This design comes from an exercise in tuning for small area and a short achievable clock period on the open sky130 flow, not from production work.
The RTL was checked by simulation tests, not by an equivalence proof against the original design.
Power and IR drop assume default switching activity.

File: flow/run.sh
#!/bin/bash
# synth_recipe.tcl (not shown) runs the flow's synth.tcl, then flattens the netlist and writes it again
# the make line also repeats each setting of config.mk as NAME=value (left out here)
make -C /OpenROAD-flow-scripts/flow DESIGN_CONFIG=/design/flow/config.mk WORK_HOME=/design/flow/orfs CLKGATE_MAP_FILE= SYNTH_SCRIPT=/design/flow/synth_recipe.tcl finish
File: flow/config.mk
export PLATFORM = sky130hd
export DESIGN_NAME = MIPS
export DESIGN_NICKNAME = MIPS
export VERILOG_FILES = /design/flow/design.v
export SDC_FILE = /design/flow/constraint.sdc
export NUM_CORES = 4
export LEC_CHECK = 0
export CAP_MARGIN = 20
export CORE_MARGIN = 2
export CORE_UTILIZATION = 45
export SETUP_SLACK_MARGIN = 2.8
export SLEW_MARGIN = 20
File: flow/constraint.sdc
create_clock -name core_clock -period 6.0 [get_ports {clk}]
set_input_delay 1.2000 -clock core_clock [delete_from_list [all_inputs] [get_ports {clk}]]
set_output_delay 1.2000 -clock core_clock [all_outputs]
set_load 0.01 [all_outputs]
File: flow/design.v
module MIPS (
    input             clk,
    input             rst_n,
    input             in_valid,
    input      [31:0] instruction,
    input      [19:0] output_reg,
    output            out_valid,
    output     [31:0] out_1,
    output     [31:0] out_2,
    output     [31:0] out_3,
    output     [31:0] out_4,
    output            instruction_fail
);
function [5:0] dec;
    input [4:0] a;
    begin
        dec[0] = (a == 5'b10000);
        dec[1] = (a == 5'b11111);
        dec[2] = (a == 5'b10111);
        dec[3] = (a == 5'b01000);
        dec[4] = (a == 5'b10010);
        dec[5] = (a == 5'b10001);
    end
endfunction
function [31:0] rd6;
    input [5:0]  s;
    input [31:0] r0, r1, r2, r3, r4, r5;
    rd6 = ({32{s[0]}} & r0) | ({32{s[1]}} & r1) | ({32{s[2]}} & r2)
        | ({32{s[3]}} & r3) | ({32{s[4]}} & r4) | ({32{s[5]}} & r5);
endfunction
reg [31:0] rf0, rf1, rf2, rf3, rf4, rf5;
reg  [5:0] rv;         
wire [31:0] res;       
wire [5:0] op    = instruction[31:26];
wire [5:0] funct = instruction[5:0];
wire       is_r  = (op == 6'b000000);
wire       is_i  = (op == 6'b001000);
wire       f_add = is_r & (funct == 6'b100000);
wire       f_and = is_r & (funct == 6'b100100);
wire       f_or  = is_r & (funct == 6'b100101);
wire       f_nor = is_r & (funct == 6'b100111);
wire       f_sll = is_r & (funct == 6'b000000);
wire       f_srl = is_r & (funct == 6'b000010);
wire       legal = f_add | f_and | f_or | f_nor | f_sll | f_srl | is_i;
wire [5:0] rs_h  = dec(instruction[25:21]);
wire [5:0] rt_h  = dec(instruction[20:16]);
wire [5:0] rd_h  = dec(instruction[15:11]);
wire [5:0] dst_h = is_i ? rt_h : rd_h;
reg         v1;
reg   [5:0] dst1;
reg         ok1;       
reg         f1n;
reg  [31:0] a1, b1;
reg         add1, and1, or1, nor1, sll1, srl1;
reg   [4:0] sh1, rot1;
reg  [19:0] oreg1;
wire        f1   = ~(ok1 & (|dst1));
wire  [5:0] we1  = (v1 & ok1) ? dst1 : 6'd0;
wire        fwd_a = |(rs_h & we1);
wire        fwd_b = ~is_i & (|(rt_h & we1));
wire [31:0] pre_a = rd6(rs_h & rv, rf0, rf1, rf2, rf3, rf4, rf5);
wire [31:0] pre_b = is_i ? {{16{instruction[15]}}, instruction[15:0]}
                         : rd6(rt_h & rv, rf0, rf1, rf2, rf3, rf4, rf5);
always @(posedge clk or negedge rst_n) begin
    if (!rst_n) v1 <= 1'b0;
    else        v1 <= in_valid;
end
always @(posedge clk) begin
    dst1  <= dst_h;
    ok1   <= legal & (|rs_h) & (|rt_h);
    a1    <= fwd_a ? res : pre_a;
    b1    <= fwd_b ? res : pre_b;
    add1  <= f_add | is_i;
    and1  <= f_and;
    or1   <= f_or;
    nor1  <= f_nor;
    sll1  <= f_sll;
    srl1  <= f_srl;
    sh1   <= instruction[10:6];
    rot1  <= f_srl ? instruction[10:6] : -instruction[10:6];
    oreg1 <= output_reg;
end
wire [31:0] sum = a1 + b1;
wire [31:0] r0 = rot1[0] ? {b1[0], b1[31:1]}    : b1;
wire [31:0] r1 = rot1[1] ? {r0[1:0], r0[31:2]}  : r0;
wire [31:0] r2 = rot1[2] ? {r1[3:0], r1[31:4]}  : r1;
wire [31:0] r3 = rot1[3] ? {r2[7:0], r2[31:8]}  : r2;
wire [31:0] r4 = rot1[4] ? {r3[15:0], r3[31:16]} : r3;
wire [31:0] msk = ({32{sll1}} & ({32{1'b1}} << sh1)) | ({32{srl1}} & ({32{1'b1}} >> sh1));
assign res = ({32{add1}} & sum)
           | ({32{and1}} & (a1 & b1))
           | ({32{or1}}  & (a1 | b1))
           | ({32{nor1}} & ~(a1 | b1))
           | (msk & r4);
always @(posedge clk or negedge rst_n) begin
    if (!rst_n) rv <= 6'd0;
    else        rv <= rv | we1;
end
always @(posedge clk) begin
    if (we1[0]) rf0 <= res;
    if (we1[1]) rf1 <= res;
    if (we1[2]) rf2 <= res;
    if (we1[3]) rf3 <= res;
    if (we1[4]) rf4 <= res;
    if (we1[5]) rf5 <= res;
end
reg        v2;
reg        f2;
reg  [5:0] s1, s2, s3, s4;
always @(posedge clk or negedge rst_n) begin
    if (!rst_n) v2 <= 1'b0;
    else        v2 <= v1;
end
always @(posedge clk) begin
    f2 <= f1;
    s1 <= f1 ? 6'd0 : (dec(oreg1[4:0])   & (rv | we1));
    s2 <= f1 ? 6'd0 : (dec(oreg1[9:5])   & (rv | we1));
    s3 <= f1 ? 6'd0 : (dec(oreg1[14:10]) & (rv | we1));
    s4 <= f1 ? 6'd0 : (dec(oreg1[19:15]) & (rv | we1));
end
assign out_valid        = v2;
assign instruction_fail = f2;
assign out_1 = rd6(s1, rf0, rf1, rf2, rf3, rf4, rf5);
assign out_2 = rd6(s2, rf0, rf1, rf2, rf3, rf4, rf5);
assign out_3 = rd6(s3, rf0, rf1, rf2, rf3, rf4, rf5);
assign out_4 = rd6(s4, rf0, rf1, rf2, rf3, rf4, rf5);
endmodule
==> flow_summary.yaml, run 1 <==
run_status:
  status: "no timing/DRC/antenna violations"
logic_synthesis:
  ys_types: 80
  ys_seq_area_share_pct: 38.5
  ys_top_cells_by_count: "486 x a22oi_1, 192 x edfxtp_1, 179 x nand3_1, 178 x clkbuf_1, 131 x dfxtp_1"
  syn_inst: 2329
  synth_edf_count: 192
  synth_xor_area_share_pct: 0.706
  synth_top_area_cell: "edfxtp_1"
  async_reset_ff_share_pct: 2.42
  synth.avg_cell_area_um2: 9.59
  yosys_warnings: 1
  yosysTopAreaCellShare_pct: 25.8
  ys_ff_latch: 331
  synth_flop_cell: "edfxtp_1"
  synthMuxAreaShare_pct: 9.43
  synth_fp_nets: 2450
  synth_compound_area_share_pct: 29.8
  synth_top_family_by_area: "compound AO/OA/AOI/OAI gates"
  synth.area.top_cells: "edfxtp_1 26%, a22oi_1 16%, dfxtp_1 12%"
  yosys.area_share.simple_pct: 12.6
  synthMostInstantiatedCell: "a22oi_1"
  synth_area_um2: 22300
  synthAdderAreaFrac_pct: 3.73
power:
  switchingPower_w: 0.00119
  vdd_drop_max_v: 0.000241
  p_int_w: 0.00389
  leakage_nw: 11.2
  p_comb_share_pct: 4.5
  p_sw_share_pct: 23.4
  powerDensity_nw_per_um2: 177
  pwr-share-seq_pct: 47.5
  p_clk_share_pct: 48.0
final_layout:
  fin_util_pct: 58.7
  final_layout_size_suffix_gt1_share_pct: 21.7
  seq_area_um2: 8730
  nets: 2676
  syn_to_final_growth_pct: 28.6
  fillers: 4191
  final_cells: 3250
  multi_input_area_um2: 13300
global_routing:
  grt_util_met3_pct: 17.3
  antenna_found_initial: 8
  grt_use_met1_pct: 54.5
  grt_pass1_wl_um: 164000
  grt_max_degree: 36
  grt.busiest_layer: "met2"
  overflow: 0
  track_usage_pct: 44.3
  grt_use_met2_pct: 63.8
  first_global_vias: 23100
run:
  maxCapViolCount: 0
clock_tree:
  h-tree-depth: 2
  cts_max_path_buffers: 3
  clkLatencyLatePin_ns: 0.58
  cts_tree: "built"
  root_buffer: "clkbuf_16"
  cts.sinks: 331
  cts_buffers: 39
  path_clk_slew_ns: 0.07
routing:
  via_per_inst: 7.65
  drt-wirelength-per-cell_um: 36.2
  vias: 24900
  drtPass1Iterations: 13
  routed_wl_um: 118000
  drtIter0Drc: 6126
  drc: 0
  antenna_left: 0
floorplan:
  die_h_um: 227
  fp.dieW_um: 227
  io_pins: 185
  rows: 81
  core_area_um2: 49000
  start_util_pct: 45.6
  dieArea_um2: 51400
sta:
  tightestPinTransition_ns: 0.971
  finalMaxSlewViolations: 0
  hold_violations: 0
  whs_ns: 0.441
  setup_viol: 0
  skew_ns: 0.0283
  fin_crit_ns: 3.35
  timing.setup.tns_ns: 0
  fin_crit_sh_pct: 55.8
  rsz0062_at_grt: "yes"
  slew_headroom_pct: 35.3
  fmax_ghz: 0.299
hold_path:
  hold_class: "reg -> reg"
  hold_start: "oreg1[1]$_DFF_P_"
setup_path:
  path_class: "reg -> out"
  cp.required_ns: 4.80
  cp-startpoint: "s3[5]$_SDFF_PN0_"
  crit_fanout: 16
  r2r-start: "rot1[2]$_DFF_P_"
  cp-end-kind: "primary output"
  cp.arrival_ns: 2.15
  start_kind: "flip-flop"
place:
  placed_cells: 3026
  portBuffers: 184
  hpwl_um: 68400
  place_congestion: 0.996
through the flow:
stage | total power, W | instance area (um2) | setup slack, ns
finish | 0.00508 | 28700 | 2.65
global route | 0.00517 | 28700 | 2.66
CTS | 0.00504 | 28000 | 2.68
detailed placement | 0.00267 | 24600 | 1.64
global placement | 0.00267 | 24600 | 1.80
floorplan | 0.00259 | 22300 | 3.07
power by group through the flow:
| stage | clock (W) | sequential, W | combinational (W) |
|---|---|---|---|
| 4_1_cts | 0.00241 | 0.00241 | 0.000214 |
| 3_5_place_dp | 0 | 0.00248 | 0.000189 |
| 2_1_floorplan | 0 | 0.00245 | 0.000140 |
| 6_report | 0.00244 | 0.00241 | 0.000228 |
| 5_1_grt | 0.00252 | 0.00241 | 0.000240 |
| 3_3_place_gp | 0 | 0.00248 | 0.000187 |
registers in the layout, summed over array words and instances, names as in the netlist, 4 cells and up:
| register | flops |
|---|---|
| s1 | 6 |
| rf5 | 32 |
| rf3 | 32 |
| s4 | 6 |
| a1 | 32 |
| sh1 | 4 |
| b1 | 32 |
| s2 | 6 |
| rf2 | 32 |
| rf0 | 32 |
| rot1 | 5 |
| rf4 | 32 |
| s3 | 6 |
| oreg1 | 20 |
| rf1 | 32 |
| rv | 6 |
| dst1 | 6 |
placed cells by master, fill, tap and decap left out, drive strengths merged, types with 30 or more instances in the layout:
| cell type | count |
|---|---|
| clkbuf | 64 |
| edfxtp | 192 |
| ha | 65 |
| nor2 | 117 |
| and3 | 31 |
| nor3 | 30 |
| mux2i | 43 |
| nand2 | 97 |
| mux2 | 71 |
| nand3 | 179 |
| clkdlybuf4s50 | 58 |
| a21oi | 90 |
| a22oi | 486 |
| dfxtp | 131 |
| dlygate4sd2 | 79 |
| o21ai | 76 |
| dlymetal6s2s | 32 |
| buf | 191 |
| mux4 | 36 |
| a222oi | 64 |
| inv | 107 |
logic make-up after synthesis:
logic type	Yosys count
adders and majority gates	66
buffers and inverters	296
muxes	150
DFF	331
and+or+nand+nor	569
xor gates and xnor gates	18
AOI/OAI and AO/OA	899
repair_timing:
action,in CTS,in global routing
pin swaps,14,25
endpoints found under the setup margin,384,192
cloned,8,2
hold buffers,0,0
gates resized for setup,235,157
setup buffers,124,18
area by class of cell:
type,instances,area share (%)
repair buffers,380,14.6
well taps,664,2.89
inverters,100,1.32
multi-input cells,1703,46.3
diodes,1,0.00871
flip-flops and latches,331,30.4
clock inverters,16,0.645
clock buffers,55,3.76
per-layer routing:
metal	vias up	wire, um
met5	-	34
met4	6	11000
met3	769	18300
met2	2538	47700
li1	9830	-
met1	11700	40600
worst max-delay path, cell delays in order, from the launching register on:
cell	delay, ns
dfxtp_2	0.44
bufbuf_16	0.38
a22oi_1	0.09
nand3_1	0.10
clkdlybuf4s50_1	0.54
final timing paths:
path                       cells after the start                to  slack (ns)
max                                            4         out_3[26]        2.65
min                                            2  s1[1]$_SDFF_PN0_        0.44
max reg2reg                                   10    b1[23]$_DFF_P_        2.80
min reg2reg                                    2  s1[1]$_SDFF_PN0_        0.44
max in group asynchronous                      1   rv[0]$_DFF_PN0_        4.79
min in group asynchronous                      1   rv[3]$_DFF_PN0_        0.91
==> run 2: changes to the inputs <==
==> flow/flow/run.sh (new file) <==
#!/bin/bash
# The standard layout, with every input and output port buffered by a
# sky130_fd_sc_hd__buf_2 instead of the cell buffer_ports picks by default.
set -euo pipefail
export BUFFER_PORTS_ARGS="-buffer_cell sky130_fd_sc_hd__buf_2"
bash standard.sh > standard_flow.log 2>&1
==> flow/standard.sh (new file) <==
#!/bin/bash
# synth_recipe.tcl (not shown) runs the flow's synth.tcl, then flattens the netlist and writes it again
# the make line also repeats each setting of config.mk as NAME=value (left out here)
make -C /OpenROAD-flow-scripts/flow DESIGN_CONFIG=/design/flow/config.mk WORK_HOME=/design/flow/orfs CLKGATE_MAP_FILE= SYNTH_SCRIPT=/design/flow/synth_recipe.tcl "${@:-finish}"
removed: flow/run.sh
==> run 2 against run 1 <==
Total power shrank 0.31%. Sequential cell count is the same. Critical path depth grew 3. Combinational power shrank 12%. Cell area shrank 9.7%. Global-route usage shrank 3.6 points. Worst hold slack lost 0.0056 ns. Synthesized cell count is the same. Clock-buffer cell count shrank 8. Sequential share of layout area grew 2.9 points. Via count shrank 3.5%. Critical path type is now in -> reg. Critical endpoint is now b1[3]$_DFF_P_. Highest routed layer unchanged.
==> flow_summary.yaml, run 2 <==
logic_synthesis:
  yosys_warnings: 1
  yosys.area_share.simple_pct: 12.6
  synthMostInstantiatedCell: "a22oi_1"
  ys_ff_latch: 331
  synth_edf_count: 192
  syn_inst: 2329
  synth_xor_area_share_pct: 0.706
  synth_fp_nets: 2450
  synth_compound_area_share_pct: 29.8
  yosysTopAreaCellShare_pct: 25.8
  synth_top_family_by_area: "compound AO/OA/AOI/OAI gates"
  synthMuxAreaShare_pct: 9.43
  ys_seq_area_share_pct: 38.5
  synthAdderAreaFrac_pct: 3.73
  synth_flop_cell: "edfxtp_1"
  synth.avg_cell_area_um2: 9.59
  ys_types: 80
  ys_top_cells_by_count: "486 x a22oi_1, 192 x edfxtp_1, 179 x nand3_1, 178 x clkbuf_1, 131 x dfxtp_1"
  synth_top_area_cell: "edfxtp_1"
  async_reset_ff_share_pct: 2.42
  synth_area_um2: 22300
  synth.area.top_cells: "edfxtp_1 26%, a22oi_1 16%, dfxtp_1 12%"
final_layout:
  final_cell_mix: "486 x a22oi_1, 192 x edfxtp_1, 184 x buf_2"
  final_layout_size_suffix_gt1_share_pct: 22.9
  nets: 2567
  fin_area_um2: 25900
  final_common_cell: "a22oi_1"
  final_cells: 3144
  syn_to_final_growth_pct: 16.2
routing:
  antenna_left: 0
  drtPass1Iterations: 14
  drt-wirelength-per-cell_um: 34.2
  routed_wl_um: 108000
  via_per_inst: 7.63
  drc: 0
  vias: 24000
  drtIter0Drc: 5728
sta:
  fin_crit_sh_pct: 53.9
  skew_ns: 0.0572
  hold_violations: 0
  timing.final.ws_setup_ns: 2.77
  fin_crit_ns: 3.23
  rsz0062_at_grt: "yes"
  setup_viol: 0
  slew_headroom_pct: 39.4
  fmax_ghz: 0.309
  timing.setup.tns_ns: 0
  finalMaxSlewViolations: 0
  tightestPinTransition_ns: 0.908
clock_tree:
  clkLatencyLatePin_ns: 0.60
  path_clk_slew_ns: 0.06
  cts_tree: "built"
  cts_max_path_buffers: 3
  root_buffer: "clkbuf_16"
  cts_buffers: 40
  cts.sinks: 331
  h-tree-depth: 2
place:
  dp_slack_ns: 2.05
  portBuffers: 184
  placed_area_um2: 23800
  hpwl_um: 65400
  placed_cells: 3041
  place_congestion: 0.996
run:
  maxCapViolCount: 0
floorplan:
  rows: 81
  start_util_pct: 45.6
  core_area_um2: 49000
  dieArea_um2: 51400
  fp.dieW_um: 227
  die_h_um: 227
  io_pins: 185
power:
  p_clk_share_pct: 48.2
  powerDensity_nw_per_um2: 195
  leakage_nw: 9.61
  switchingPower_w: 0.00120
  vdd_drop_max_v: 0.000214
  p_comb_share_pct: 3.9
  p_int_w: 0.00386
  pwr-share-seq_pct: 47.9
  totalPowerFinal_w: 0.00506
  p_sw_share_pct: 23.8
hold_path:
  hold_class: "in -> async"
setup_path:
  critPathMaxStageDelay_ns: 0.71
  cp_top_family: "compound AO/OA/AOI/OAI gates"
  cp-end-kind: "flip-flop"
  start_kind: "input port"
  cp.arrival_ns: 3.75
  crit_chain: "buf_2 > nor3b_1 > and3_1 > buf_4 > a222oi_1 > a31oi_1 > a22o_1"
  path_class: "in -> reg"
  cp.required_ns: 6.52
  crit_fanout: 32
  critPathBufInv: 2
  critPathSlowestCell: "a31oi_1"
global_routing:
  first_global_vias: 22900
  overflow: 0
  antenna_found_initial: 3
  grt_max_degree: 36
  grt_pass1_wl_um: 153000
  track_usage_pct: 40.7
run_status:
  status: "no timing/DRC/antenna violations"
==> run 2: cell counts after synthesis <==
Identical to the previous run, type by type.
==> run 2: per-stage QoR <==
step	utilization (%)	hold WS, ns
floorplan	-	0.410
global placement	48.5	0.437
detailed placement	48.6	0.441
CTS	52.1	0.424
global route	53.0	0.446
finish	53.0	0.435
==> run 2: worst paths after layout <==
check	end	startpoint	slack, ns	cells past startpoint
setup reg to reg	a1[9]$_DFF_P_	a1[6]$_DFF_P_	2.81	12
hold / removal	v2$_DFF_PN0_	rst_n	0.44	1
hold reg to reg	s3[4]$_SDFF_PN0_	oreg1[12]$_DFF_P_	0.45	1
setup / recovery	b1[3]$_DFF_P_	instruction[17]	2.77	7
max in group asynchronous	rv[2]$_DFF_PN0_	rst_n	5.39	1
min in group core_clock	s3[4]$_SDFF_PN0_	oreg1[12]$_DFF_P_	0.45	1
==> run 2: final cells by class <==
| cell class | count | area (um2) |
|---|---|---|
| Timing Repair Buffer | 271 | 1790 |
| Fill cell | 4388 | 23000 |
| Clock buffer | 47 | 1060 |
| Sequential cell | 331 | 8630 |
| Clock inverter | 27 | 253 |
| Multi-Input combinational cell | 1702 | 13000 |
| Inverter | 100 | 378 |
| Tap cell | 664 | 831 |
| Antenna cell | 2 | 5.00 |
==> run 2: cells by family (layout without fill, tap and decap cells) <==
family | count (synthesis) | after routing
compound gates | 899 | 899
simple gates | 569 | 569
flops | 331 | 331
buf+inv | 296 | 445
mux | 150 | 150
fa+ha+maj | 66 | 66
xor+xnor | 18 | 18
other cells | 0 | 2
==> run 2: what timing repair did <==
item,4_1_cts,5_1_grt
hold endpoints to repair,0,0
endpoints found under the setup margin,270,180
resized for setup,60,87
hold buffers,0,0
cloned,0,1
pin swaps,9,13
buffers inserted,16,10
==> run 2: power by group through the flow <==
stage | combinational [W] | sequential [W] | clock, W
2_1_floorplan | 0.000140 | 0.00245 | 0
3_5_place_dp | 0.000170 | 0.00248 | 0
5_1_grt | 0.000211 | 0.00242 | 0.00254
3_3_place_gp | 0.000167 | 0.00248 | 0
4_1_cts | 0.000190 | 0.00242 | 0.00245
6_report | 0.000200 | 0.00242 | 0.00244
==> run 2: routing by layer <==
metal  track usage, %  vias to the layer above  wire length [um]
met5                0                        -               138
met4             21.4                        4              6970
met3             17.0                      581             18400
met2             57.9                     2370             43900
met1             52.3                    11400             38200
li1                 -                     9625                 -
==> run 3: changes to the inputs <==
--- a/flow/config.mk
+++ b/flow/config.mk
@@ -10,3 +10,3 @@
 export CORE_UTILIZATION = 45
-export SETUP_SLACK_MARGIN = 2.8
+export SETUP_SLACK_MARGIN = 3.1
 export SLEW_MARGIN = 20
==> run 3 against run 2 <==
Still clean. Final cell count up 2.0%. Routed wire length up 5.2%. Non-clock buffer count up 66.
==> flow_summary.yaml, run 3 <==
global_routing:
  grt_max_degree: 36
  first_global_vias: 22700
  track_usage_pct: 40.0
  grt_pass1_wl_um: 151000
  overflow: 0
  antenna_found_initial: 3
sta:
  skew_ns: 0.0334
  fin_crit_ns: 3.01
  rsz0062_at_grt: "yes"
  timing.final.ws_setup_ns: 2.99
  finalMaxSlewViolations: 0
  tightestPinTransition_ns: 1.05
  slew_headroom_pct: 29.7
  fin_crit_sh_pct: 50.2
  fmax_ghz: 0.332
  setup_viol: 0
  timing.setup.tns_ns: 0
  hold_violations: 0
setup_path:
  cp-end-kind: "flip-flop"
  critPathBufInv: 2
  r2r_slack_ns: 3.03
  critPathSlowestCell: "a222oi_1"
  r2r_cells: 9
  path_class: "in -> reg"
  cp.required_ns: 6.45
  crit_fanout: 14
  crit_chain: "buf_2 > and3_1 > and3_4 > buf_4 > a222oi_1 > a31oi_1 > a22o_1"
  r2r_end: "rf0[19]$_DFFE_PP_"
  cp.arrival_ns: 3.47
  r2r-start: "rot1[2]$_DFF_P_"
  start_kind: "input port"
  cp_top_family: "compound AO/OA/AOI/OAI gates"
  critPathMaxStageDelay_ns: 0.76
logic_synthesis:
  ys_ff_latch: 331
  ys_seq_area_share_pct: 38.5
  async_reset_ff_share_pct: 2.42
  synth.area.top_cells: "edfxtp_1 26%, a22oi_1 16%, dfxtp_1 12%"
  synth_edf_count: 192
  ys_types: 80
  synthMostInstantiatedCell: "a22oi_1"
  synth_top_area_cell: "edfxtp_1"
  ys_top_cells_by_count: "486 x a22oi_1, 192 x edfxtp_1, 179 x nand3_1, 178 x clkbuf_1, 131 x dfxtp_1"
  synth_fp_nets: 2450
  synth.avg_cell_area_um2: 9.59
  yosysTopAreaCellShare_pct: 25.8
  syn_inst: 2329
  synth_area_um2: 22300
  yosys_warnings: 1
  synth_flop_cell: "edfxtp_1"
routing:
  vias: 24600
  drtIter0Drc: 6060
  drc: 0
  antenna_left: 0
  drtPass1Iterations: 12
  routed_wl_um: 113000
  via_per_inst: 7.68
  drt-wirelength-per-cell_um: 35.3
run_status:
  status: "no timing/DRC/antenna violations"
clock_tree:
  path_clk_slew_ns: 0.06
  h-tree-depth: 2
  cts_tree: "built"
  cts_max_path_buffers: 3
  cts_buffers: 39
  root_buffer: "clkbuf_16"
  clkLatencyLatePin_ns: 0.59
  cts.sinks: 331
final_layout:
  final_cell_mix: "393 x a22oi_1, 192 x edfxtp_1, 173 x buf_2"
  final_cells: 3208
  final_common_cell: "a22oi_1"
  nets: 2634
  final_layout_size_suffix_gt1_share_pct: 34.5
  syn_to_final_growth_pct: 28.7
place:
  dp_slack_ns: 1.98
  hpwl_um: 65100
  portBuffers: 184
  place_congestion: 0.977
  placed_cells: 3042
floorplan:
  core_area_um2: 49000
  fp.dieW_um: 227
  io_pins: 185
  start_util_pct: 45.6
  rows: 81
  dieArea_um2: 51400
  die_h_um: 227
hold_path:
  hold_class: "reg -> reg"
  hold_start: "oreg1[12]$_DFF_P_"
  whs_path_depth: 1
  worstHoldEndpoint: "s3[4]$_SDFF_PN0_"
power:
  leakage_nw: 10.5
  powerDensity_nw_per_um2: 182
  vdd_drop_max_v: 0.000245
run:
  maxCapViolCount: 0
-- run 3: cells by family (layout without fill, tap and decap cells) --
logic type	after synthesis	in the layout	synth area share, %
simple gates	569	571	12.6
fa+ha+maj	66	66	3.73
xor+xnor	18	18	0.706
mux	150	150	9.43
flops	331	331	38.5
compound gates	899	899	29.8
buf+inv	296	508	5.24
other cells	0	1	0
-- run 3: through the flow --
stage	cell area [um2]	hold slack, ns	util, %	total power [W]
6_report	28700	0.433	58.7	0.00522
3_3_place_gp	23800	0.435	48.6	0.00264
4_1_cts	26700	0.435	54.5	0.00519
3_5_place_dp	23800	0.429	48.6	0.00265
2_1_floorplan	22300	0.410	-	0.00259
5_1_grt	28700	0.463	58.7	0.00531
-- run 3: worst reg2reg max path: cells and delay by family (launching register included) --
kind            cells  cell delay [ns]
compound gates      2             0.53
buf+inv             4             0.55
flops               1             0.47
mux                 3             1.20
-- run 3: how the worst max path moves through the flow --
stage / startpoint / endpoint / depth (start not counted)
2_1_floorplan: instruction[20] / b1[21]$_DFF_P_ / 9
3_3_place_gp: instruction[20] / b1[8]$_DFF_P_ / 9
3_5_place_dp: instruction[20] / b1[8]$_DFF_P_ / 9
4_1_cts: a1[11]$_DFF_P_ / rf1[27]$_DFFE_PP_ / 10
5_1_grt: b1[16]$_DFF_P_ / b1[28]$_DFF_P_ / 12
6_report: instruction[17] / b1[3]$_DFF_P_ / 7
-- run 3: layout make-up --
type                       count  area (um2)
sequential                   331        8740
multi-input combinational   1704       14300
tap                          664         831
timing repair buffer         337        3060
antenna                        1        2.50
clock buffer                  58        1170
fill                        4107       20200
inverter                     100         388
clock inverter                13         193
-- run 3: report_power, final --
part / switching [W] / leakage [nW] / internal (W)
registers: 0.0000270 / 2.53 / 0.00238
clock network: 0.00104 / 0.667 / 0.00154
logic: 0.000127 / 7.29 / 0.000114
total: 0.00119 / 10.5 / 0.00403
-- run 3: layer usage --
metal	part of all wire, %	up-vias	track usage (%)
met5	0.14	-	0
met4	8.0	6	20.8
met3	16	713	14.4
met2	41	2519	58.7
met1	35	11600	51.7
li1	-	9764	-
-- run 3: what timing repair did --
action,CTS,global route
hold endpoints to repair,0,0
cloned,3,17
buffers inserted,40,33
pin swaps,32,87
hold buffers,0,0
gates resized for setup,253,301
endpoints found under the setup margin,384,245
==> run 4: changes to the inputs <==
--- a/flow/design.v
+++ b/flow/design.v
@@ -120,8 +120,22 @@
 end
-assign out_valid        = v2;
-assign instruction_fail = f2;
-assign out_1 = rd6(s1, rf0, rf1, rf2, rf3, rf4, rf5);
-assign out_2 = rd6(s2, rf0, rf1, rf2, rf3, rf4, rf5);
-assign out_3 = rd6(s3, rf0, rf1, rf2, rf3, rf4, rf5);
-assign out_4 = rd6(s4, rf0, rf1, rf2, rf3, rf4, rf5);
+reg         v3;
+reg         f3;
+reg  [31:0] o1, o2, o3, o4;
+always @(posedge clk or negedge rst_n) begin
+    if (!rst_n) v3 <= 1'b0;
+    else        v3 <= v2;
+end
+always @(posedge clk) begin
+    f3 <= f2;
+    o1 <= rd6(s1, rf0, rf1, rf2, rf3, rf4, rf5);
+    o2 <= rd6(s2, rf0, rf1, rf2, rf3, rf4, rf5);
+    o3 <= rd6(s3, rf0, rf1, rf2, rf3, rf4, rf5);
+    o4 <= rd6(s4, rf0, rf1, rf2, rf3, rf4, rf5);
+end
+assign out_valid        = v3;
+assign instruction_fail = f3;
+assign out_1 = o1;
+assign out_2 = o2;
+assign out_3 = o3;
+assign out_4 = o4;
 endmodule
==> run 4 against run 3 <==
Die area increased by 10%. Still clean on timing, DRC and antenna. Critical path depth grew 3. Cell area up 2.2%. Clock skew shrank 0.0086 ns. Routed wire length is 4.8% lower. Non-clock buffer count is 30 lower. Area after synthesis increased by 10%. Sequential share of layout area is 8.0 points higher. Total power rose by 26%. Register-to-register slack hardly changed. Highest routed layer unchanged. Largest power group is now registers. Via count did not move.
==> flow_summary.yaml, run 4 <==
run_status:
  status: "no timing/DRC/antenna violations"
floorplan:
  io_pins: 185
  dieArea_um2: 56700
  fp.dieW_um: 238
  rows: 85
  die_h_um: 238
  core_area_um2: 54000
  start_util_pct: 45.6
final_layout:
  fillers: 4692
  final_common_cell: "a22oi_1"
  multi_input_area_um2: 13100
  final_cells: 3378
  final_cell_mix: "522 x a22oi_1, 215 x dfxtp_1, 205 x nand3_1"
  nets: 2763
  syn_to_final_growth_pct: 19.1
  seq_area_um2: 11300
  final_layout_size_suffix_gt1_share_pct: 24.7
routing:
  drtPass1Iterations: 11
  route.top_layer_used: "met5"
  drtIter0Drc: 5017
  m1WireLength_um: 40500
  drc: 0
  via_per_inst: 7.29
  routed_wl_um: 108000
  wl_met2_um: 43800
  vias: 24600
  antenna_left: 0
  met3_wirelength_um: 16400
  drt-wirelength-per-cell_um: 31.9
logic_synthesis:
  ys_ff_latch: 461
  yosysTopAreaCellShare_pct: 23.4
  synth.avg_cell_area_um2: 9.95
  ys_types: 82
  synth_fp_nets: 2598
  synth.area.top_cells: "edfxtp_1 23%, dfxtp_1 21%, a22oi_1 16%"
  synth_area_um2: 24700
  ys_top_cells_by_count: "523 x a22oi_1, 260 x dfxtp_1, 205 x nand3_1, 192 x edfxtp_1, 166 x clkbuf_1"
  synth_top_area_cell: "edfxtp_1"
  synth_flop_cell: "dfxtp_1"
  syn_inst: 2477
  synth_edf_count: 192
  ys_seq_area_share_pct: 45.4
  async_reset_ff_share_pct: 1.95
  yosys_warnings: 1
  synthMostInstantiatedCell: "a22oi_1"
sta:
  hold_violations: 0
  fin_crit_sh_pct: 49.5
  skew_ns: 0.0248
  timing.setup.tns_ns: 0
  fmax_ghz: 0.337
  rsz0062_at_grt: "yes"
  whs_ns: 0.330
  tightestPinTransition_ns: 1.28
  fin_crit_ns: 2.97
  setup_viol: 0
  finalMaxSlewViolations: 0
  slew_headroom_pct: 14.6
power:
  powerDensity_nw_per_um2: 223
  vdd_drop_max_v: 0.000279
  leakage_nw: 11.5
place:
  hpwl_um: 64600
  portBuffers: 184
  place_congestion: 0.987
  placed_cells: 3212
setup_path:
  crit_chain: "buf_12 > clkbuf_16 > mux4_2 > nand2_1 > nand2_1 > mux2i_1 > mux2i_1 > a221oi_2 > buf_4 > inv_4"
  start_kind: "flip-flop"
  crit_fanout: 8
  path_class: "reg -> reg"
  cp.required_ns: 6.35
  critPathSlowestCell: "mux4_2"
  critPathMaxStageDelay_ns: 0.51
  cp-end-kind: "flip-flop"
  cp.arrival_ns: 3.32
global_routing:
  grt_max_degree: 59
  grt_pass1_wl_um: 153000
  overflow: 0
  antenna_found_initial: 4
  track_usage_pct: 36.2
  first_global_vias: 23300
clock_tree:
  cts.hold.buffers_added: 0
  h-tree-depth: 2
  cts_max_path_buffers: 3
  path_clk_slew_ns: 0.06
  cts_tree: "built"
  cts.sinks: 461
  cts_buffers: 48
  root_buffer: "clkbuf_16"
  clkLatencyLatePin_ns: 0.61
hold_path:
  hold_class: "reg -> reg"
run:
  maxCapViolCount: 0
## run 4: through the flow
step	total power, W	cell area, um2	setup slack [ns]	util [%]
final	0.00656	29400	3.03	54.3
after CTS	0.00656	28700	3.06	53.2
after global placement	0.00355	26100	1.95	48.4
after floorplan	0.00348	24700	3.10	-
after global routing	0.00673	29400	3.00	54.3
after detailed placement	0.00355	26100	1.92	48.4
## run 4: cell type report
type,count,share of cell area (%)
timing repair inverter,1,0.0256
clock inverter,29,0.780
tap,696,2.97
inverter,109,1.43
clock buffer,60,4.60
multi-input combinational,1714,44.6
timing repair buffer,307,7.16
antenna,1,0.00852
sequential,461,38.5
## run 4: where the power goes
| group | internal [W] | switching (W) |
|---|---|---|
| Combinational | 0.000123 | 0.000152 |
| Clock | 0.00167 | 0.00134 |
| Sequential | 0.00325 | 0.0000249 |
| Total | 0.00504 | 0.00152 |
## run 4: worst max-delay path: cells and delay by family, from the launching register on
| family | cells | cell delay [ns] |
|---|---|---|
| muxes | 3 | 1.14 |
| buffers and inverters | 4 | 0.60 |
| DFF | 1 | 0.39 |
| AOI/OAI and AO/OA | 1 | 0.37 |
| and+or+nand+nor | 2 | 0.21 |
## run 4: repair_timing
action,in CTS,in global routing
setup buffers,43,28
gates resized for setup,140,92
pin swaps,28,45
cloned,3,2
endpoints found under the setup margin,256,205
## run 4: cell families (layout without fill, tap and decap cells)
| kind of cell | Yosys count | count (layout) | synth area share [%] |
|---|---|---|---|
| adders and majority gates | 66 | 66 | 3.38 |
| DFF | 461 | 461 | 45.4 |
| AOI/OAI and AO/OA | 905 | 905 | 27.1 |
| muxes | 118 | 118 | 6.66 |
| other | 0 | 1 | 0 |
| xor gates and xnor gates | 24 | 24 | 0.853 |
| and+or+nand+nor | 599 | 601 | 11.8 |
| buffers and inverters | 304 | 506 | 4.79 |
## run 4: worst paths after layout
path	to	cells past startpoint	start	slack, ns
hold / removal	f3$_DFF_P_	0	f2$_DFF_P_	0.33
setup reg to reg	rf3[23]$_DFFE_PP_	10	rot1[2]$_DFF_P_	3.03
max in group asynchronous	v3$_DFF_PN0_	1	rst_n	5.37
setup / recovery	rf3[23]$_DFFE_PP_	10	rot1[2]$_DFF_P_	3.03
hold reg to reg	f3$_DFF_P_	0	f2$_DFF_P_	0.33
min in group asynchronous	rv[2]$_DFF_PN0_	1	rst_n	0.44
## run 4: layer usage
metal | GRT usage (%) | vias to the layer above
met5 | 1.04 | -
met4 | 18.4 | 4
met3 | 12.5 | 627
met2 | 52.0 | 2308
met1 | 48.3 | 11600
li1 | - | 10100
==> run 5: changes to the inputs <==
--- a/flow/design.v
+++ b/flow/design.v
@@ -22,2 +22,13 @@
         dec[5] = (a == 5'b10001);
+    end
+endfunction
+function [5:0] dec_g;
+    input [4:0] a;
+    begin
+        dec_g[0] =  a[4] & ~a[3] & ~a[2] & ~a[1] & ~a[0];
+        dec_g[1] =  a[4] &  a[3] &  a[2] &  a[1] &  a[0];
+        dec_g[2] =  a[4] & ~a[3] &  a[2] &  a[1] &  a[0];
+        dec_g[3] = ~a[4] &  a[3] & ~a[2] & ~a[1] & ~a[0];
+        dec_g[4] =  a[4] & ~a[3] & ~a[2] &  a[1] & ~a[0];
+        dec_g[5] =  a[4] & ~a[3] & ~a[2] & ~a[1] &  a[0];
     end
@@ -108,3 +119,4 @@
 reg        f2;
-reg  [5:0] s1, s2, s3, s4;
+reg  [5:0] s1, s2, s3, s4;       
+reg  [5:0] t1, t2, t3, t4;       
 always @(posedge clk or negedge rst_n) begin
@@ -119,23 +131,21 @@
     s4 <= f1 ? 6'd0 : (dec(oreg1[19:15]) & (rv | we1));
+    t1 <= f1 ? 6'd0 : (dec_g(oreg1[4:0])   & (rv | we1));
+    t2 <= f1 ? 6'd0 : (dec_g(oreg1[9:5])   & (rv | we1));
+    t3 <= f1 ? 6'd0 : (dec_g(oreg1[14:10]) & (rv | we1));
+    t4 <= f1 ? 6'd0 : (dec_g(oreg1[19:15]) & (rv | we1));
 end
-reg         v3;
-reg         f3;
-reg  [31:0] o1, o2, o3, o4;
-always @(posedge clk or negedge rst_n) begin
-    if (!rst_n) v3 <= 1'b0;
-    else        v3 <= v2;
-end
-always @(posedge clk) begin
-    f3 <= f2;
-    o1 <= rd6(s1, rf0, rf1, rf2, rf3, rf4, rf5);
-    o2 <= rd6(s2, rf0, rf1, rf2, rf3, rf4, rf5);
-    o3 <= rd6(s3, rf0, rf1, rf2, rf3, rf4, rf5);
-    o4 <= rd6(s4, rf0, rf1, rf2, rf3, rf4, rf5);
-end
-assign out_valid        = v3;
-assign instruction_fail = f3;
-assign out_1 = o1;
-assign out_2 = o2;
-assign out_3 = o3;
-assign out_4 = o4;
+assign out_valid        = v2;
+assign instruction_fail = f2;
+wire [31:0] o1l = rd6(s1, rf0, rf1, rf2, rf3, rf4, rf5);
+wire [31:0] o2l = rd6(s2, rf0, rf1, rf2, rf3, rf4, rf5);
+wire [31:0] o3l = rd6(s3, rf0, rf1, rf2, rf3, rf4, rf5);
+wire [31:0] o4l = rd6(s4, rf0, rf1, rf2, rf3, rf4, rf5);
+wire [31:0] o1h = rd6(t1, rf0, rf1, rf2, rf3, rf4, rf5);
+wire [31:0] o2h = rd6(t2, rf0, rf1, rf2, rf3, rf4, rf5);
+wire [31:0] o3h = rd6(t3, rf0, rf1, rf2, rf3, rf4, rf5);
+wire [31:0] o4h = rd6(t4, rf0, rf1, rf2, rf3, rf4, rf5);
+assign out_1 = {o1h[31:16], o1l[15:0]};
+assign out_2 = {o2h[31:16], o2l[15:0]};
+assign out_3 = {o3h[31:16], o3l[15:0]};
+assign out_4 = {o4h[31:16], o4l[15:0]};
 endmodule
--- a/flow/config.mk
+++ b/flow/config.mk
@@ -10,3 +10,3 @@
 export CORE_UTILIZATION = 45
-export SETUP_SLACK_MARGIN = 3.1
+export SETUP_SLACK_MARGIN = 2.8
 export SLEW_MARGIN = 20
==> run 5 against run 4 <==
Utilization fell by 2.1 points. Synthesized cell count rose by 0.73%. Via count fell by 2.2%. Register-to-register slack got worse by 0.19 ns. Fmax fell by 8.1%. Final cell count fell by 3.4%. Largest cell class unchanged. Still clean on timing, DRC and antenna. Sequential power fell by 21%.
==> flow_summary.yaml, run 5 <==
run_status:
  status: "no timing/DRC/antenna violations"
sta:
  hold_violations: 0
  fin_crit_ns: 3.23
  fin_crit_sh_pct: 53.9
  timing.setup.tns_ns: 0
  fmax_ghz: 0.309
  finalMaxSlewViolations: 0
  rsz0062_at_grt: "yes"
  whs_ns: 0.469
  skew_ns: 0.0350
  slew_headroom_pct: 22.9
  timing.final.ws_setup_ns: 2.77
  setup_viol: 0
  tightestPinTransition_ns: 1.16
routing:
  drtIter0Drc: 4745
  drt-wirelength-per-cell_um: 31.5
  vias: 24100
  drtPass1Iterations: 11
  antenna_left: 0
  drc: 0
  via_per_inst: 7.38
  routed_wl_um: 103000
run:
  maxCapViolCount: 0
setup_path:
  r2r_cells: 10
  cp.arrival_ns: 3.65
  r2r_slack_ns: 2.84
  cp.required_ns: 6.42
  r2r_end: "rf2[24]$_DFFE_PP_"
  cp-end-kind: "flip-flop"
  crit_fanout: 17
  r2r-start: "b1[13]$_DFF_P_"
  start_kind: "input port"
  path_class: "in -> reg"
clock_tree:
  path_clk_slew_ns: 0.06
  root_buffer: "clkbuf_16"
  cts_buffers: 39
  cts_max_path_buffers: 3
  cts.sinks: 355
  clkLatencyLatePin_ns: 0.59
  cts.hold.buffers_added: 0
  cts_tree: "built"
  h-tree-depth: 2
logic_synthesis:
  ys_ff_latch: 355
  synth.avg_cell_area_um2: 9.18
  synth_edf_count: 192
  synth_top_area_cell: "edfxtp_1"
  synthMostInstantiatedCell: "a22oi_1"
  synth.area.top_cells: "edfxtp_1 25%, a22oi_1 18%, dfxtp_1 14%"
  synth_flop_cell: "edfxtp_1"
  ys_types: 83
  ys_top_cells_by_count: "540 x a22oi_1, 197 x clkbuf_1, 192 x edfxtp_1, 184 x nand3_1, 175 x nand2_1"
  synth_fp_nets: 2616
  yosysTopAreaCellShare_pct: 25.2
  ys_seq_area_share_pct: 39.6
  synth_area_um2: 22900
  async_reset_ff_share_pct: 2.25
  syn_inst: 2495
  yosys_warnings: 1
floorplan:
  dieArea_um2: 52700
  rows: 82
  fp.dieW_um: 230
  core_area_um2: 50200
  start_util_pct: 45.7
  die_h_um: 230
  io_pins: 185
global_routing:
  overflow: 0
  antenna_found_initial: 5
  first_global_vias: 22100
  grt_pass1_wl_um: 149000
  grt_max_degree: 53
  track_usage_pct: 37.4
final_layout:
  final_cell_mix: "540 x a22oi_1, 192 x edfxtp_1, 184 x nand3_1, 184 x buf_2, 174 x nand2_1"
  nets: 2679
  final_common_cell: "a22oi_1"
  syn_to_final_growth_pct: 14.4
  final_layout_size_suffix_gt1_share_pct: 20.9
  final_cells: 3262
  fillers: 4554
place:
  hpwl_um: 67800
  place_congestion: 1.03
  dp_slack_ns: 1.80
  placed_cells: 3165
  portBuffers: 184
power:
  powerDensity_nw_per_um2: 203
  leakage_nw: 10.1
  totalPowerFinal_w: 0.00531
  vdd_drop_max_v: 0.000261
hold_path:
  whs_path_depth: 1
  hold_start: "oreg1[13]$_DFF_P_"
  worstHoldEndpoint: "s3[2]$_SDFF_PN0_"
  hold_class: "reg -> reg"
## run 5: cell types whose count changed after synthesis, sizes merged, moves of 11 or more
| cell | previous run | this run |
|---|---|---|
| nand4 | 12 | 30 |
| nand3 | 205 | 184 |
| mux2 | 48 | 28 |
| clkbuf | 166 | 197 |
| dfxtp | 260 | 155 |
| a21oi | 86 | 111 |
| a222oi | 30 | 17 |
| nand2 | 113 | 175 |
| a22oi | 523 | 540 |
| nor2 | 116 | 105 |
| o21ai | 65 | 90 |
| a221oi | 52 | 26 |
## run 5: what timing repair did
action                     4_1_cts  5_1_grt
setup endpoints to repair      303      176
buffers inserted                 4       19
resized for setup               91       62
pin swaps                        5       16
gates cloned                     1        0
## run 5: worst max path at each step
stage	start	slack [ns]	end
after floorplan	instruction[26]	2.95	b1[2]$_DFF_P_
after global placement	instruction[19]	1.90	b1[17]$_DFF_P_
after detailed placement	instruction[19]	1.80	b1[25]$_DFF_P_
after CTS	b1[13]$_DFF_P_	2.69	rf2[28]$_DFFE_PP_
after global routing	b1[2]$_DFF_P_	2.74	rf0[16]$_DFFE_PP_
final	instruction[24]	2.77	a1[18]$_DFF_P_
## run 5: stage by stage
step / area (um2) / util, %
2_1_floorplan: 22900 / -
3_3_place_gp: 24100 / 48.1
3_5_place_dp: 24100 / 48.1
4_1_cts: 25800 / 51.4
5_1_grt: 26200 / 52.2
6_report: 26200 / 52.2
## run 5: cell families after synthesis
logic type	count (synthesis)	share of synthesized area [%]
compound gates	948	29.7
xor+xnor	19	0.726
simple gates	676	14.6
buf+inv	336	5.72
flops	355	39.6
fa+ha+maj	66	3.64
mux	95	6.05
## run 5: worst max-delay path: stages
cell and delay, ns:
buf_2 0.16, and3b_1 0.24, and3_1 0.93, buf_4 0.45, a22oi_1 0.11, nand3_1 0.11
nor2_1 0.06, a21oi_1 0.36
## run 5: per-layer routing
layer / GRT usage (%) / share of wire (%) / vias up
met5: 0 / 0.047 / -
met2: 55.9 / 42 / 2161
met3: 11.7 / 15 / 495
li1: - / - / 9894
met4: 16.9 / 6.0 / 8
met1: 49.5 / 37 / 11500
## run 5: area by class of cell
class	count	area, um2	area share [%]
repair buffers	243	1440	5.48
diodes	2	5.00	0.0191
clock inverters	15	139	0.530
inverters	114	435	1.66
flip-flops and latches	355	9180	35.0
clock buffers	56	1220	4.66
multi-input cells	1805	13000	49.4
well taps	672	841	3.21
## run 5: where the power goes
group | total [W] | internal [W] | switching (W)
Combinational | 0.000218 | 0.0000905 | 0.000127
Clock | 0.00251 | 0.00144 | 0.00106
Sequential | 0.00259 | 0.00255 | 0.0000407
Total | 0.00531 | 0.00408 | 0.00123
==> run 6: changes to the inputs <==
--- a/flow/config.mk
+++ b/flow/config.mk
@@ -10,3 +10,3 @@
 export CORE_UTILIZATION = 45
-export SETUP_SLACK_MARGIN = 2.8
+export SETUP_SLACK_MARGIN = 3.1
 export SLEW_MARGIN = 20
==> run 6 against run 5 <==
Die area is the same. Utilization rose by 2.1 points. Area after synthesis did not move. Largest cell class unchanged.
==> flow_summary.yaml, run 6 <==
logic_synthesis:
  synthMostInstantiatedCell: "a22oi_1"
  syn_inst: 2495
  ys_top_cells_by_count: "540 x a22oi_1, 197 x clkbuf_1, 192 x edfxtp_1, 184 x nand3_1, 175 x nand2_1"
  synth_flop_cell: "edfxtp_1"
  ys_types: 83
  synth_fp_nets: 2616
  synth.avg_cell_area_um2: 9.18
  synth_compound_area_share_pct: 29.7
  synth_top_area_cell: "edfxtp_1"
  ys_seq_area_share_pct: 39.6
  yosys.area_share.simple_pct: 14.6
  synthAdderAreaFrac_pct: 3.64
  async_reset_ff_share_pct: 2.25
  synth_edf_count: 192
  synth_top_family_by_area: "compound AO/OA/AOI/OAI gates"
  ys_ff_latch: 355
  yosysTopAreaCellShare_pct: 25.2
  yosys_warnings: 1
  synth_xor_area_share_pct: 0.726
  synth.area.top_cells: "edfxtp_1 25%, a22oi_1 18%, dfxtp_1 14%"
  synthMuxAreaShare_pct: 6.05
  synth_area_um2: 22900
floorplan:
  rows: 82
  io_pins: 185
  start_util_pct: 45.7
  fp.dieW_um: 230
  die_h_um: 230
  core_area_um2: 50200
  dieArea_um2: 52700
setup_path:
  crit_path_end: "rf0[21]$_DFFE_PP_"
  path_class: "reg -> reg"
  cp-startpoint: "b1[6]$_DFF_P_"
  start_kind: "flip-flop"
  r2r-start: "b1[6]$_DFF_P_"
  cp.arrival_ns: 3.31
  r2r_end: "rf0[21]$_DFFE_PP_"
  cp-end-kind: "flip-flop"
  cp.required_ns: 6.31
  r2r_cells: 12
  crit_fanout: 6
  r2r_slack_ns: 3.00
routing:
  antenna_left: 0
  drt-wirelength-per-cell_um: 31.4
  drtPass1Iterations: 9
  drtIter0Drc: 4376
  vias: 24500
  routed_wl_um: 104000
  via_per_inst: 7.38
  drc: 0
clock_tree:
  cts_buffers: 39
  cts.sinks: 355
  cts_tree: "built"
  path_clk_slew_ns: 0.06
  cts.hold.buffers_added: 0
  cts_max_path_buffers: 3
  h-tree-depth: 2
  clkLatencyLatePin_ns: 0.57
  root_buffer: "clkbuf_16"
sta:
  skew_ns: 0.0180
  fin_crit_ns: 3.00
  tightestPinTransition_ns: 1.09
  slew_headroom_pct: 26.5
  fin_crit_sh_pct: 50.1
  finalMaxSlewViolations: 0
  timing.final.ws_setup_ns: 3.00
  fmax_ghz: 0.333
  timing.setup.tns_ns: 0
  setup_viol: 0
  hold_violations: 0
  rsz0062_at_grt: "yes"
place:
  portBuffers: 184
  dp_slack_ns: 1.97
  hpwl_um: 67800
  place_congestion: 1.05
  placed_cells: 3170
final_layout:
  final_common_cell: "a22oi_1"
  nets: 2735
  syn_to_final_growth_pct: 19.1
  final_layout_size_suffix_gt1_share_pct: 25.6
  fin_util_pct: 54.4
  final_cells: 3317
  final_cell_mix: "524 x a22oi_1, 192 x edfxtp_1, 184 x buf_2"
global_routing:
  first_global_vias: 22300
  grt_max_degree: 62
  overflow: 0
  grt_pass1_wl_um: 149000
  antenna_found_initial: 10
  track_usage_pct: 37.3
run:
  maxCapViolCount: 0
power:
  powerDensity_nw_per_um2: 195
  totalPowerFinal_w: 0.00532
  vdd_drop_max_v: 0.000213
  leakage_nw: 10.5
hold_path:
  hold_class: "reg -> reg"
run_status:
  status: "no timing/DRC/antenna violations"
==> run 6: cell types whose count changed in the layout (fill, tap and decap cells not counted), sizes merged <==
cell,before,now
inv,114,112
clkinvlp,5,3
o21ai,91,90
bufinv,0,3
buf,243,298
clkinv,10,11
or3,7,8
==> run 6: cell families (layout without fill, tap and decap cells) <==
logic type | after synthesis | after routing
flops | 355 | 355
fa+ha+maj | 66 | 66
buf+inv | 336 | 483
simple gates | 676 | 677
mux | 95 | 95
other cells | 0 | 2
xor+xnor | 19 | 19
compound gates | 948 | 948
==> run 6: critical path, cell delays in order, from the launching register on <==
cell and delay, ns:
dfxtp_4 0.35, inv_2 0.04, ha_4 0.23, a21o_1 0.17, a21o_1 0.19, a2111oi_4 0.31, buf_4 0.20, a211oi_4 0.09
or3_4 0.38, a21o_1 0.17, a311oi_2 0.30, buf_4 0.25, inv_4 0.06
==> run 6: through the flow <==
stage	area (um2)	hold slack, ns
after floorplan	22900	0.415
after global placement	24100	0.474
after detailed placement	24100	0.476
after CTS	26300	0.474
after global routing	27300	0.498
final	27300	0.474
==> run 6: cell type report <==
type / count / area, um2
inverters: 114 / 442
diodes: 2 / 5.00
clock buffers: 55 / 1190
fillers: 4462 / 22900
flip-flops and latches: 355 / 9330
well taps: 672 / 841
repair buffers: 299 / 1930
multi-input cells: 1805 / 13400
clock inverters: 15 / 154
==> run 6: worst min path at each step <==
stage | from | to | cells past startpoint
CTS | rst_n | rv[4]$_DFF_PN0_ | 1
floorplan | v1$_DFF_PN0_ | v2$_DFF_PN0_ | 0
detailed placement | oreg1[13]$_DFF_P_ | s3[2]$_SDFF_PN0_ | 1
global placement | oreg1[13]$_DFF_P_ | s3[2]$_SDFF_PN0_ | 1
finish | oreg1[13]$_DFF_P_ | s3[2]$_SDFF_PN0_ | 1
global route | rst_n | v1$_DFF_PN0_ | 1
==> run 6: repair_timing <==
| action | 4_1_cts | 5_1_grt |
|---|---|---|
| pin swaps | 27 | 35 |
| gates resized for setup | 192 | 142 |
| buffers inserted | 27 | 46 |
| setup endpoints to repair | 384 | 233 |
| cloned | 0 | 2 |
==> run 6: routing by layer <==
layer,vias to the layer above,global-route usage [%],wire length (um)
met2,2245,56.4,44600
met4,14,15.2,5900
met1,11700,49.7,38200
met5,-,0,93
met3,499,11.3,15500
li1,10000,-,-
==> run 6: where the power goes <==
part	switching, W	internal [W]
Clock	0.00101	0.00152
Combinational	0.000141	0.0000963
Sequential	0.0000294	0.00253
==> run 7: changes to the inputs <==
--- a/flow/config.mk
+++ b/flow/config.mk
@@ -7,3 +7,3 @@
 export LEC_CHECK = 0
-export CAP_MARGIN = 20
+export CAP_MARGIN = 40
 export CORE_MARGIN = 2
@@ -11,2 +11,2 @@
 export SETUP_SLACK_MARGIN = 3.1
-export SLEW_MARGIN = 20
+export SLEW_MARGIN = 60
==> run 7 against run 6 <==
Combinational power rose by 3%. Worst setup slack improved by 0.024 ns. Final cell count rose by 0.66%. Non-clock buffer count rose by 20. Register-to-register slack improved by 0.02 ns. First-iteration DRC count rose by 4.8%. Clock power rose by 4%.
==> flow_summary.yaml, run 7 <==
run_status:
  status: "no timing/DRC/antenna violations"
sta:
  fin_crit_ns: 2.98
  fmax_ghz: 0.336
  setup_viol: 0
  fin_crit_sh_pct: 49.7
  timing.setup.tns_ns: 0
  tightestPinTransition_ns: 0.643
  hold_violations: 0
  skew_ns: 0.0306
  finalMaxSlewViolations: 0
  slew_headroom_pct: 56.9
  whs_ns: 0.472
  rsz0062_at_grt: "yes"
clock_tree:
  cts.sinks: 355
  cts.hold.buffers_added: 0
  cts_tree: "built"
  cts_max_path_buffers: 3
  h-tree-depth: 2
  root_buffer: "clkbuf_16"
  clkLatencyLatePin_ns: 0.59
  cts_buffers: 40
  path_clk_slew_ns: 0.06
power:
  totalPowerFinal_w: 0.00542
  powerDensity_nw_per_um2: 197
  leakage_nw: 10.7
  vdd_drop_max_v: 0.000199
setup_path:
  cp-startpoint: "b1[6]$_DFF_P_"
  crit_fanout: 6
  r2r_cells: 12
  crit_chain: "inv_2 > ha_4 > a21o_1 > a21o_1 > a2111oi_4 > buf_4 > a211oi_4 > or3_4 > a21o_1 > a311oi_2 > buf_4 > inv_4"
  critPathSlowestCell: "or3_4"
  path_class: "reg -> reg"
  r2r_end: "rf1[21]$_DFFE_PP_"
  cp.required_ns: 6.33
  r2r_slack_ns: 3.02
  cp-end-kind: "flip-flop"
  crit_top_cell: "a21o_1"
  start_kind: "flip-flop"
  r2r-start: "b1[6]$_DFF_P_"
  cp.arrival_ns: 3.31
  critPathMaxStageDelay_ns: 0.40
global_routing:
  antenna_found_initial: 11
  grt.busiest_layer: "met2"
  track_usage_pct: 37.2
  grt_use_met2_pct: 55.3
  overflow: 0
  grt_util_met3_pct: 12.7
  grt_pass1_wl_um: 149000
  grt_max_degree: 62
  first_global_vias: 22300
  grt_use_met1_pct: 48.9
run:
  maxCapViolCount: 0
logic_synthesis:
  yosysTopAreaCellShare_pct: 25.2
  syn_inst: 2495
  synth.area.top_cells: "edfxtp_1 25%, a22oi_1 18%, dfxtp_1 14%"
  synth_fp_nets: 2616
  synthMostInstantiatedCell: "a22oi_1"
  synth_top_area_cell: "edfxtp_1"
  synth_flop_cell: "edfxtp_1"
  ys_ff_latch: 355
  synth_edf_count: 192
  synth_area_um2: 22900
  ys_top_cells_by_count: "540 x a22oi_1, 197 x clkbuf_1, 192 x edfxtp_1, 184 x nand3_1, 175 x nand2_1"
  ys_types: 83
  ys_seq_area_share_pct: 39.6
  yosys_warnings: 1
  synth.avg_cell_area_um2: 9.18
  async_reset_ff_share_pct: 2.25
final_layout:
  final_layout_size_suffix_gt1_share_pct: 26.5
  fin_util_pct: 54.8
  syn_to_final_growth_pct: 20.1
  seq_area_um2: 9340
  multi_input_area_um2: 13400
  fillers: 4382
  nets: 2755
  final_cell_mix: "523 x a22oi_1, 192 x edfxtp_1, 185 x buf_2"
  final_common_cell: "a22oi_1"
floorplan:
  core_area_um2: 50200
  io_pins: 185
  die_h_um: 230
  dieArea_um2: 52700
  rows: 82
  start_util_pct: 45.7
  fp.dieW_um: 230
place:
  portBuffers: 184
  hpwl_um: 68000
  place_congestion: 1.05
hold_path:
  hold_class: "in -> async"
routing:
  drt-wirelength-per-cell_um: 31.0
  antenna_left: 0
  vias: 24200
  drtPass1Iterations: 9
  via_per_inst: 7.26
  drc: 0
  drtIter0Drc: 4587
  routed_wl_um: 104000
==> run 7: metrics by stage <==
step | cells | worst slack [ns] | cell area [um2]
2_1_floorplan | 2495 | 3.10 | 22900
3_5_place_dp | 3177 | 2.43 | 24400
6_report | 3339 | 3.02 | 27500
4_1_cts | 3277 | 3.06 | 26500
3_3_place_gp | 3170 | 2.02 | 24100
5_1_grt | 3337 | 2.97 | 27500
==> run 7: metal layers <==
metal	vias to the layer above	part of all wire (%)	wire, um
met2	2252	43	44400
met5	-	0.083	86
li1	10100	-	-
met4	14	5.4	5630
met3	443	15	15800
met1	11500	36	37600
==> run 7: kinds of logic (layout without fill, tap and decap cells) <==
group | Yosys count | in the layout | synth area share [%]
DFF | 355 | 355 | 39.6
xor gates and xnor gates | 19 | 19 | 0.726
other | 0 | 2 | 0
buffers and inverters | 336 | 506 | 5.72
adders and majority gates | 66 | 66 | 3.64
muxes | 95 | 95 | 6.05
and+or+nand+nor | 676 | 676 | 14.6
AOI/OAI and AO/OA | 948 | 948 | 29.7
==> run 7: worst max-delay path: cells and delay by family (launching register included) <==
kind | cells | cell delay [ns]
fa+ha+maj | 1 | 0.23
compound gates | 6 | 1.20
buf+inv | 4 | 0.55
simple gates | 1 | 0.40
flops | 1 | 0.37
==> run 7: repair_timing <==
item,in CTS,in global routing
endpoints found under the setup margin,220,222
endpoints found under the hold margin,0,0
pin swaps,20,28
buffers inserted,27,56
resized for setup,125,121
cloned,0,1
==> run 7: how the worst max path moves through the flow <==
stage / endpoint / slack (ns)
global route: a1[21]$_DFF_P_ / 2.97
detailed placement: b1[30]$_DFF_P_ / 2.43
global placement: b1[9]$_DFF_P_ / 2.02
finish: rf1[21]$_DFFE_PP_ / 3.02
floorplan: b1[24]$_DFF_P_ / 3.10
CTS: rf5[30]$_DFFE_PP_ / 3.06
==> run 7: cell type report <==
cell class	count	area share, %
timing repair buffer	319	7.70
inverter	114	1.59
sequential	355	33.9
antenna	2	0.0182
clock inverter	21	0.828
tap	672	3.06
clock buffer	52	4.29
multi-input combinational	1804	48.6
==> run 7: power by group <==
part	total, W	switching [W]	internal, W
clock	0.00262	0.00108	0.00154
combinational	0.000244	0.000141	0.000103
sequential	0.00255	0.0000298	0.00252
==> run 8: changes to the inputs <==
--- a/flow/config.mk
+++ b/flow/config.mk
@@ -7,6 +7,7 @@
 export LEC_CHECK = 0
-export CAP_MARGIN = 40
+export CAP_MARGIN = 20
 export CORE_MARGIN = 2
 export CORE_UTILIZATION = 45
+export CTS_BUF_LIST = sky130_fd_sc_hd__clkbuf_8
 export SETUP_SLACK_MARGIN = 3.1
-export SLEW_MARGIN = 60
+export SLEW_MARGIN = 20
==> run 8 against run 7 <==
Sequential power about the same. Fmax decreased by 1.7%. Combinational power is 3% lower. Die area did not move. Final cell count increased by 4.5%. Routed wire length up 2.3%. Global-route usage increased by 0.51 points. Total power decreased by 7.8%. Via count up 4.1%. Largest power group is now registers. Highest routed layer unchanged.
==> flow_summary.yaml, run 8 <==
run_status:
  status: "no timing/DRC/antenna violations"
logic_synthesis:
  ys_top_cells_by_count: "540 x a22oi_1, 197 x clkbuf_1, 192 x edfxtp_1, 184 x nand3_1, 175 x nand2_1"
  syn_inst: 2495
  synthMostInstantiatedCell: "a22oi_1"
  synth.area.top_cells: "edfxtp_1 25%, a22oi_1 18%, dfxtp_1 14%"
  ys_ff_latch: 355
  async_reset_ff_share_pct: 2.25
  ys_types: 83
  synth_flop_cell: "edfxtp_1"
  ys_seq_area_share_pct: 39.6
  synth_top_area_cell: "edfxtp_1"
  synth_fp_nets: 2616
  synth_area_um2: 22900
  synth_edf_count: 192
  yosys_warnings: 1
  synth.avg_cell_area_um2: 9.18
  yosysTopAreaCellShare_pct: 25.2
routing:
  drtIter0Drc: 4243
  drc: 0
  routed_wl_um: 106000
  via_per_inst: 7.23
  vias: 25200
  drtPass1Iterations: 10
  drt-wirelength-per-cell_um: 30.4
  antenna_left: 0
global_routing:
  grt_pass1_wl_um: 151000
  grt_util_met3_pct: 13.6
  grt_use_met1_pct: 49.0
  grt.busiest_layer: "met2"
  grt_use_met2_pct: 56.7
  track_usage_pct: 37.7
  first_global_vias: 22900
  grt_max_degree: 62
  antenna_found_initial: 10
  overflow: 0
place:
  place_congestion: 1.05
  hpwl_um: 67800
  placed_area_um2: 24100
  portBuffers: 184
clock_tree:
  cts_max_path_buffers: 3
  cts.sinks: 355
  cts_buffers: 58
  h-tree-depth: 2
  clkLatencyLatePin_ns: 0.69
  root_buffer: "clkbuf_8"
  cts_tree: "built"
  path_clk_slew_ns: 0.07
  cts.hold.buffers_added: 0
sta:
  fmax_ghz: 0.330
  fin_crit_ns: 3.03
  tightestPinTransition_ns: 1.06
  fin_crit_sh_pct: 50.5
  timing.setup.tns_ns: 0
  finalMaxSlewViolations: 0
  setup_viol: 0
  slew_headroom_pct: 28.4
  rsz0062_at_grt: "yes"
  hold_violations: 0
  whs_ns: 0.373
  skew_ns: 0.0424
final_layout:
  nets: 2887
  final_common_cell: "a22oi_1"
  final_layout_size_suffix_gt1_share_pct: 35.9
  syn_to_final_growth_pct: 27.2
  final_cell_mix: "369 x a22oi_1, 227 x buf_4, 192 x edfxtp_1"
  fin_area_um2: 29100
setup_path:
  critPathSlowestCell: "edfxtp_1"
  cp-startpoint: "rf3[26]$_DFFE_PP_"
  critPathBufInv: 1
  start_kind: "flip-flop"
  r2r_slack_ns: 3.07
  crit_fanout: 5
  cp-end-kind: "primary output"
  crit_path_end: "out_2[26]"
  cp_num_cells: 3
  r2r_cells: 12
  critPathMaxStageDelay_ns: 0.49
  r2r-start: "b1[6]$_DFF_P_"
  path_class: "reg -> out"
  r2r_end: "rf1[30]$_DFFE_PP_"
  cp.arrival_ns: 1.83
  cp.required_ns: 4.80
  cp_top_family: "flip-flops"
  crit_chain: "a22oi_2 > nand3_1 > buf_2"
floorplan:
  dieArea_um2: 52700
  fp.dieW_um: 230
  core_area_um2: 50200
  io_pins: 185
  rows: 82
  die_h_um: 230
  start_util_pct: 45.7
power:
  powerDensity_nw_per_um2: 171
  leakage_nw: 11.5
  vdd_drop_max_v: 0.000182
hold_path:
  hold_class: "in -> async"
run:
  maxCapViolCount: 0
run 8: timing repair:
action	in CTS	in global routing
gates cloned	0	0
pin swaps	86	109
gates resized for setup	252	281
setup endpoints to repair	384	294
buffers inserted	98	110
run 8: layout make-up:
class | count | area (um2)
Multi-Input combinational cell | 1804 | 14300
Clock inverter | 40 | 263
Sequential cell | 355 | 9340
Antenna cell | 3 | 7.51
Clock buffer | 68 | 936
Fill cell | 4336 | 21000
Timing Repair Buffer | 433 | 3060
Tap cell | 672 | 841
Inverter | 114 | 438
run 8: cells by family after synthesis:
family	share of synthesized area (%)
compound gates	29.7
simple gates	14.6
flops	39.6
buf+inv	5.72
mux	6.05
fa+ha+maj	3.64
xor+xnor	0.726
run 8: layer usage:
layer,vias to the layer above,share of wire (%)
met2,2256,43
met1,12200,36
met4,16,5.5
met3,488,15
li1,10300,-
met5,-,0.10
run 8: power by group:
| part | switching, W | internal (W) | total [W] |
|---|---|---|---|
| Clock | 0.00104 | 0.00117 | 0.00221 |
| Combinational | 0.000139 | 0.0000978 | 0.000237 |
| Sequential | 0.0000293 | 0.00252 | 0.00255 |
| Total | 0.00121 | 0.00379 | 0.00500 |
run 8: worst min path at each step:
stage	to	slack, ns	cells past startpoint
global placement	s3[2]$_SDFF_PN0_	0.47	1
finish	rv[4]$_DFF_PN0_	0.37	1
CTS	rv[4]$_DFF_PN0_	0.34	1
detailed placement	s3[2]$_SDFF_PN0_	0.48	1
floorplan	v2$_DFF_PN0_	0.41	0
global route	rv[4]$_DFF_PN0_	0.38	1
run 8: stage by stage:
stage | utilization [%] | instances | power (W) | setup slack (ns)
2_1_floorplan | - | 2495 | 0.00276 | 3.10
3_3_place_gp | 48.1 | 3170 | 0.00283 | 2.02
3_5_place_dp | 48.1 | 3170 | 0.00284 | 1.97
4_1_cts | 53.7 | 3376 | 0.00500 | 3.04
5_1_grt | 58.1 | 3486 | 0.00514 | 2.95
6_report | 58.1 | 3489 | 0.00500 | 2.97

## separate check: timing with driven ports
The results above use ideal ports. As a check the final layouts listed here were re-extracted and re-timed, cells and wires unchanged.
Step 1 (the two cells are an assumption about what drives the block):
set clk [get_ports {clk}]
set_driving_cell -lib_cell sky130_fd_sc_hd__clkbuf_16 $clk
set_driving_cell -lib_cell sky130_fd_sc_hd__buf_2 [delete_from_list [all_inputs] $clk]
Step 2 times the ports against the registers' clock, not the clock port: input delays grow and output delays shrink by t, the midpoint of the rising clock arrivals with the driver on.
Three values: ideal, step 1, step 2; two values: the first two.
run | shift t [ns] | setup WS [ns] | worst register clock-pin slew, ns | pins driven straight from the clock port
run 1 | 0.631 | 2.654 / 2.593 / 2.076 | 0.07 / 0.07 | 1
run 2 | 0.633 | 2.768 / 2.743 / 2.172 | 0.07 / 0.07 | 1
run 3 | 0.632 | 2.987 / 2.968 / 2.394 | 0.07 / 0.07 | 1
run 4 | 0.655 | 3.030 / 3.030 / 2.475 | 0.07 / 0.07 | 1
run 5 | 0.629 | 2.769 / 2.771 / 2.141 | 0.07 / 0.07 | 1
run 6 | 0.621 | 2.996 / 2.996 / 2.456 | 0.07 / 0.07 | 1
run 7 | 0.630 | 3.020 / 3.014 / 2.467 | 0.07 / 0.07 | 1
run 8 | 0.731 | 2.968 / 2.901 / 2.248 | 0.07 / 0.07 | 1
After both steps every run listed still meets setup and hold. For run 8, which loses most, drivers alone change the setup slack by -0.067 ns; drivers and shift together by -0.720 ns.
